From an optimization exercise on the open Yosys and OpenROAD flow, aimed at small area, a short achievable clock period and few clock cycles per item; shortcuts taken in it are not production practice.
Where RTL was checked, it was by simulation tests only, not by an equivalence proof against the original.

== lane 2 ==
// HitTest
module HitTest(
    input clk,
    input rst,
    input start,
    input rsel,
    input [15:0] x,
    input [15:0] y,
    input [15:0] notex,
    input [15:0] notey,
    input signed [15:0] indx,
    input signed [15:0] indy,
    output valJR,
    output valE,
    output valr,
    output valR,
    output reg ready
);
reg [16:0] nax, nay, nbx, nby;
reg rs;
wire [16:0] dax, day, dbx, dby;
wire [15:0] nx = ~x, ny = ~y;    
RippleSub subax(.np(nx), .c(notex), .nd(dax));
RippleSub subay(.np(ny), .c(notey), .nd(day));
RippleSub subbx(.np(nx), .c(indx), .nd(dbx));
RippleSub subby(.np(ny), .c(indy), .nd(dby));
always @(posedge clk) begin
    ready <= start & ~rst;
    nax <= dax;
    nay <= day;
    nbx <= dbx;
    nby <= dby;
    rs <= rsel;
end
Calvalid calvN(.na(nax), .nb(nay), .rsel(rs), .inJR(valJR), .inE(valE), .inR(valr));
CalvalidR calvI(.na(nbx), .nb(nby), .rsel(rs), .inR(valR));
endmodule
Size: ~70 flip-flops, roughly 110 I/O pins.
export LEC_CHECK = 0
export CAP_MARGIN = 20
export CORE_MARGIN = 2
export CORE_UTILIZATION = 60
export SETUP_SLACK_MARGIN = 2.5
export SLEW_MARGIN = 20
export SYNTH_HIERARCHICAL = 1
export SYNTH_MINIMUM_KEEP_SIZE = 0
create_clock -name core_clock -period 10.0 [get_ports {clk}]
standard.sh (not shown) runs the stock make flow with config.mk's settings and CLKGATE_MAP_FILE= SYNTH_SCRIPT=/design/flow/synth_recipe.tcl, a recipe that flattens the netlist after the stock synthesis.
==> flow/flow/run.sh <==
#!/bin/bash
set -euo pipefail
B="BUFFER_PORTS_ARGS=-buffer_cell sky130_fd_sc_hd__buf_1"
R=orfs/results/sky130hd/HitTest/base
bash standard.sh "$B" floorplan > standard_floorplan.log 2>&1
cat > upsize.tcl <<EOT
read_liberty $FLOW_HOME/platforms/sky130hd/lib/sky130_fd_sc_hd__tt_025C_1v80.lib
read_db $R/2_floorplan.odb
set n 0
foreach inst [[ord::get_db_block] getInsts] {
  set name [\$inst getName]
  if {[[\$inst getMaster] getName] eq "sky130_fd_sc_hd__dfxtp_1" && [string match {n[ab][xy]*} \$name]} {
    replace_cell \$name sky130_fd_sc_hd__dfxtp_4
    incr n
  }
}
puts "upsized \$n registers"
write_db $R/2_floorplan.odb
EOT
openroad -no_init -exit upsize.tcl > upsize.log 2>&1
bash standard.sh "$B" finish > standard_finish.log 2>&1
Input changes introduced in lane 5 (baseline for comparison: lane 2):
diff --git a/flow/design.v b/flow/design.v
--- a/flow/design.v
+++ b/flow/design.v
@@ -892,29 +892,25 @@
 Nand3 g590(.a(h576), .b(h577), .c(h578), .y(q590));
 wire q591;
 Nand3 g591(.a(h579), .b(h580), .c(h581), .y(q591));
 wire q592;
 Nand3 g592(.a(h582), .b(h583), .c(h584), .y(q592));
 wire q593;
 Nand3 g593(.a(h585), .b(h586), .c(h587), .y(q593));
 wire q594;
 Nor3 g594(.a(q588), .b(q589), .c(q590), .y(q594));
 wire q595;
 Nor3 g595(.a(q591), .b(q592), .c(q593), .y(q595));
-wire q596;
-Nand2 g596(.a(q594), .b(q595), .y(q596));
-wire q597;
-assign q597 = ~q596;
-assign inJR = q597 & okl & lJR;
-assign inE = q597 & okl & lE;
-assign inR = q597 & okl & lR;
+And4 g596(.a(q594), .b(q595), .c(lJR), .d(okl), .y(inJR));
+And4 g597(.a(q594), .b(q595), .c(lE), .d(okl), .y(inE));
+And4 g598(.a(q594), .b(q595), .c(lR), .d(okl), .y(inR));
 endmodule
 module CalvalidR(
     input [16:0] na, nb,
     input rsel,
     output inR
 );
 wire [16:0] a = ~na;
 wire [16:0] b = ~nb;
 wire t1 = a[1] & ~a[0];
 wire t2 = a[2] & ~a[1];
 wire t3 = a[3] & ~a[2];
@@ -1807,27 +1803,25 @@
 Nand3 g594(.a(h581), .b(h582), .c(h583), .y(q594));
 wire q595;
 Nand2 g595(.a(h584), .b(h585), .y(q595));
 wire q596;
 Nand2 g596(.a(h586), .b(h587), .y(q596));
 wire q597;
 Nor3 g597(.a(q588), .b(q589), .c(q590), .y(q597));
 wire q598;
 Nor3 g598(.a(q591), .b(q592), .c(q593), .y(q598));
 wire q599;
 Nor3 g599(.a(q594), .b(q595), .c(q596), .y(q599));
-wire q600;
-Nand3 g600(.a(q597), .b(q598), .c(q599), .y(q600));
-wire q601;
-assign q601 = ~q600;
-assign inR = q601 & okl & lR;
+wire ol600;
+And2 g601(.a(lR), .b(okl), .y(ol600));
+And4 g602(.a(q597), .b(q598), .c(q599), .d(ol600), .y(inR));
 endmodule
 module LowN(input [5:0] ll, input cr, input [6:0] lx, ly, input rsel,
             output c, inJR, inE, inR);
 wire [6:0] lh;
 assign {c, lh} = lx + ly + cr;
 wire [12:0] l = {lh, ll};
 assign inJR = l <= 13'd5625;
 assign inE = l <= 13'd1024;
 assign inR = l <= (rsel ? 13'd26 : 13'd37);
 endmodule
 module LowR(input [5:0] l, input rsel, output inR);
==> run summary <==
There was hardly any difference in number of vias in the routed layout between lane 2 and lane 5.
Diff lane 2 -> lane 5: routed length on met3 picked up an extra about 8%; final wirelength picked up an extra about 4.3%; final setup slack of the worst path picked up an extra 98 ps.
Smallest hold slack in lane 5 is 12 ps lower than in lane 2
For lane 5, the uppermost metal layer occupied by signal nets was met5, unlike lane 2, where it was met4.
| total number of nets in the final design | lane 5 vs lane 2 | ≈ equal |
Lane 5 completed every stage of the flow, and the final layout passed the timing, DRC and antenna checks.
Testbench counts of lane 5, summed over its fixed seeds: cycles 16,000, items 16,000.
No functional check of the RTL was part of lane 2.

* * *

## JK
HitTest, a different RTL version from the one above (not shown whole).
For scale: roughly 70 flip-flops.
clock: 10.0 ns
lec_check: 0
cap_margin: 20
core_margin: 2
core_utilization: 60
setup_slack_margin: 2.5
slew_margin: 20
synth_hierarchical: 1
synth_minimum_keep_size: 0
Scripts as last shown in full above: flow/flow/run.sh
Having completed the whole flow, JK delivered a layout that passed the timing, DRC and antenna checks.
--- input diff JK..MS ---
--- a/flow/design.v
+++ b/flow/design.v
@@ -865,37 +865,40 @@
 wire h579;
 HiBit #(.ZI(1), .ZP(1)) hb579(.x(s560), .y(c559), .xp(s559), .yp(c558), .ok(h579));
 wire h580;
 HiBit #(.ZI(1), .ZP(1)) hb580(.x(s561), .y(c560), .xp(s560), .yp(c559), .ok(h580));
 wire h581;
 HiBit #(.ZI(1), .ZP(1)) hb581(.x(s562), .y(c561), .xp(s561), .yp(c560), .ok(h581));
 wire h582;
 HiBit #(.ZI(1), .ZP(1)) hb582(.x(s563), .y(c562), .xp(s562), .yp(c561), .ok(h582));
-wire lJR, lE, lR;
-LowN low(.lx(lx), .ly(ly), .rsel(rsel), .c(cl), .inJR(lJR), .inE(lE), .inR(lR));
 wire q583;
 Nand3 g583(.a(h565), .b(h566), .c(h567), .y(q583));
 wire q584;
 Nand3 g584(.a(h568), .b(h569), .c(h570), .y(q584));
 wire q585;
 Nand3 g585(.a(h571), .b(h572), .c(h573), .y(q585));
 wire q586;
 Nand3 g586(.a(h574), .b(h575), .c(h576), .y(q586));
 wire q587;
 Nand3 g587(.a(h577), .b(h578), .c(h579), .y(q587));
 wire q588;
 Nand3 g588(.a(h580), .b(h581), .c(h582), .y(q588));
 wire q589;
 Nor3 g589(.a(q583), .b(q584), .c(q585), .y(q589));
 wire q590;
 Nor3 g590(.a(q586), .b(q587), .c(q588), .y(q590));
-And4 g591(.a(q589), .b(q590), .c(lJR), .d(okl), .y(inJR));
-And4 g592(.a(q589), .b(q590), .c(lE), .d(okl), .y(inE));
-And4 g593(.a(q589), .b(q590), .c(lR), .d(okl), .y(inR));
+wire q591;
+Nand2 g591(.a(q589), .b(q590), .y(q591));
+wire hi_ok = ~q591;
+wire lJR, lE, lR;
+LowN low(.lx(lx), .ly(ly), .rsel(rsel), .c(cl), .inJR(lJR), .inE(lE), .inR(lR));
+assign inJR = hi_ok & okl & lJR;
+assign inE = hi_ok & okl & lE;
+assign inR = hi_ok & okl & lR;
 endmodule
 module CalvalidR(
     input [16:0] na, nb,
     input rsel,
     output inR
 );
 wire [16:0] a = ~na;
 wire [16:0] b = ~nb;
@@ -1759,18 +1762,16 @@
 wire h579;
 HiBit #(.ZI(1), .ZP(1)) hb579(.x(s553), .y(c552), .xp(s552), .yp(c551), .ok(h579));
 wire h580;
 HiBit #(.ZI(1), .ZP(1)) hb580(.x(s554), .y(c553), .xp(s553), .yp(c552), .ok(h580));
 wire h581;
 HiBit #(.ZI(1), .ZP(1)) hb581(.x(s555), .y(c554), .xp(s554), .yp(c553), .ok(h581));
 wire h582;
 HiBit #(.ZI(1), .ZP(1)) hb582(.x(s556), .y(c555), .xp(s555), .yp(c554), .ok(h582));
-wire lR;
-LowR low(.lx(lx), .ly(ly), .rsel(rsel), .c(cl), .inR(lR));
 wire q583;
 Nand3 g583(.a(h558), .b(h559), .c(h560), .y(q583));
 wire q584;
 Nand3 g584(.a(h561), .b(h562), .c(h563), .y(q584));
 wire q585;
 Nand3 g585(.a(h564), .b(h565), .c(h566), .y(q585));
 wire q586;
 Nand3 g586(.a(h567), .b(h568), .c(h569), .y(q586));
@@ -1785,19 +1786,22 @@
 wire q591;
 Nand2 g591(.a(h581), .b(h582), .y(q591));
 wire q592;
 Nor3 g592(.a(q583), .b(q584), .c(q585), .y(q592));
 wire q593;
 Nor3 g593(.a(q586), .b(q587), .c(q588), .y(q593));
 wire q594;
 Nor3 g594(.a(q589), .b(q590), .c(q591), .y(q594));
-wire ol595;
-And2 g596(.a(lR), .b(okl), .y(ol595));
-And4 g597(.a(q592), .b(q593), .c(q594), .d(ol595), .y(inR));
+wire q595;
+Nand3 g595(.a(q592), .b(q593), .c(q594), .y(q595));
+wire hi_ok = ~q595;
+wire lR;
+LowR low(.lx(lx), .ly(ly), .rsel(rsel), .c(cl), .inR(lR));
+assign inR = hi_ok & okl & lR;
 endmodule
 module LowN(input [12:0] lx, ly, input rsel, output c, inJR, inE, inR);
 wire [12:0] l;
 assign {c, l} = lx + ly;
 assign inJR = l <= 13'd5625;
 assign inE = l <= 13'd1024;
 assign inR = l <= (rsel ? 13'd26 : 13'd37);
 endmodule
@@ -1810,25 +1814,16 @@
 wire p = ZI ? ~(x ^ y) : (x ^ y);
 wire g = ZP ? (xp & yp) : (xp | yp);
 assign ok = p == g;
 endmodule
 module LowBit #(parameter ZI = 0) (input x, y, c, output ok);
 wire p = ZI ? ~(x ^ y) : (x ^ y);
 assign ok = p == c;
 endmodule
-module And2(input a, b, output y);
-assign y = a & b;
-endmodule
-module And3(input a, b, c, output y);
-assign y = a & b & c;
-endmodule
-module And4(input a, b, c, d, output y);
-assign y = a & b & c & d;
-endmodule
 module Nand2(input a, b, output y);
 assign y = ~(a & b);
 endmodule
 module Nand3(input a, b, c, output y);
 assign y = ~(a & b & c);
 endmodule
 module Nor2(input a, b, output y);
 assign y = ~(a | b);
## What came out
- The flow did not stop early for MS: all stages ran, and the layout cleared the timing, DRC and antenna checks.
- Relative to JK, MS improves fmax.
- On hold slack, MS does better than JK.
- JK → MS: worst setup slack moved up.
Testbench counts of MS, summed over its fixed seeds: cycles 16,000, items 16,000.
For JK, only the layout was checked, not whether the RTL still works.

-- separate check: timing with driven ports --
No port has a modelled driver above. Below, the same layouts with a new extraction and two added sets of constraints.
Step 1 assumes that a clkbuf_16 drives the clock port and a buf_2 every other input.
Step 2 also shifts input and output timing later by t, the mid clock arrival at the registers, as if the neighbouring blocks saw the same clock.
Slacks: no drivers / after step 1 / after step 2; pairs: no drivers / after step 1.
run | t (ns) | slack for setup (ns) | worst setup path after step 2 | worst data-port slew with drivers (ns) | pins driven straight from the clock port
lane 2 | 0.385 | 2.878 / 2.832 / 3.217 | register to output | 0.07 | 1
lane 5 | 0.389 | 2.975 / 2.927 / 3.316 | register to output | 0.09 | 1
JK | 0.390 | 2.807 / 2.763 / 3.153 | register to output | 0.09 | 1
MS | 0.382 | 2.877 / 2.831 / 3.213 | register to output | 0.09 | 1
After both steps setup and hold are still met in every run listed.
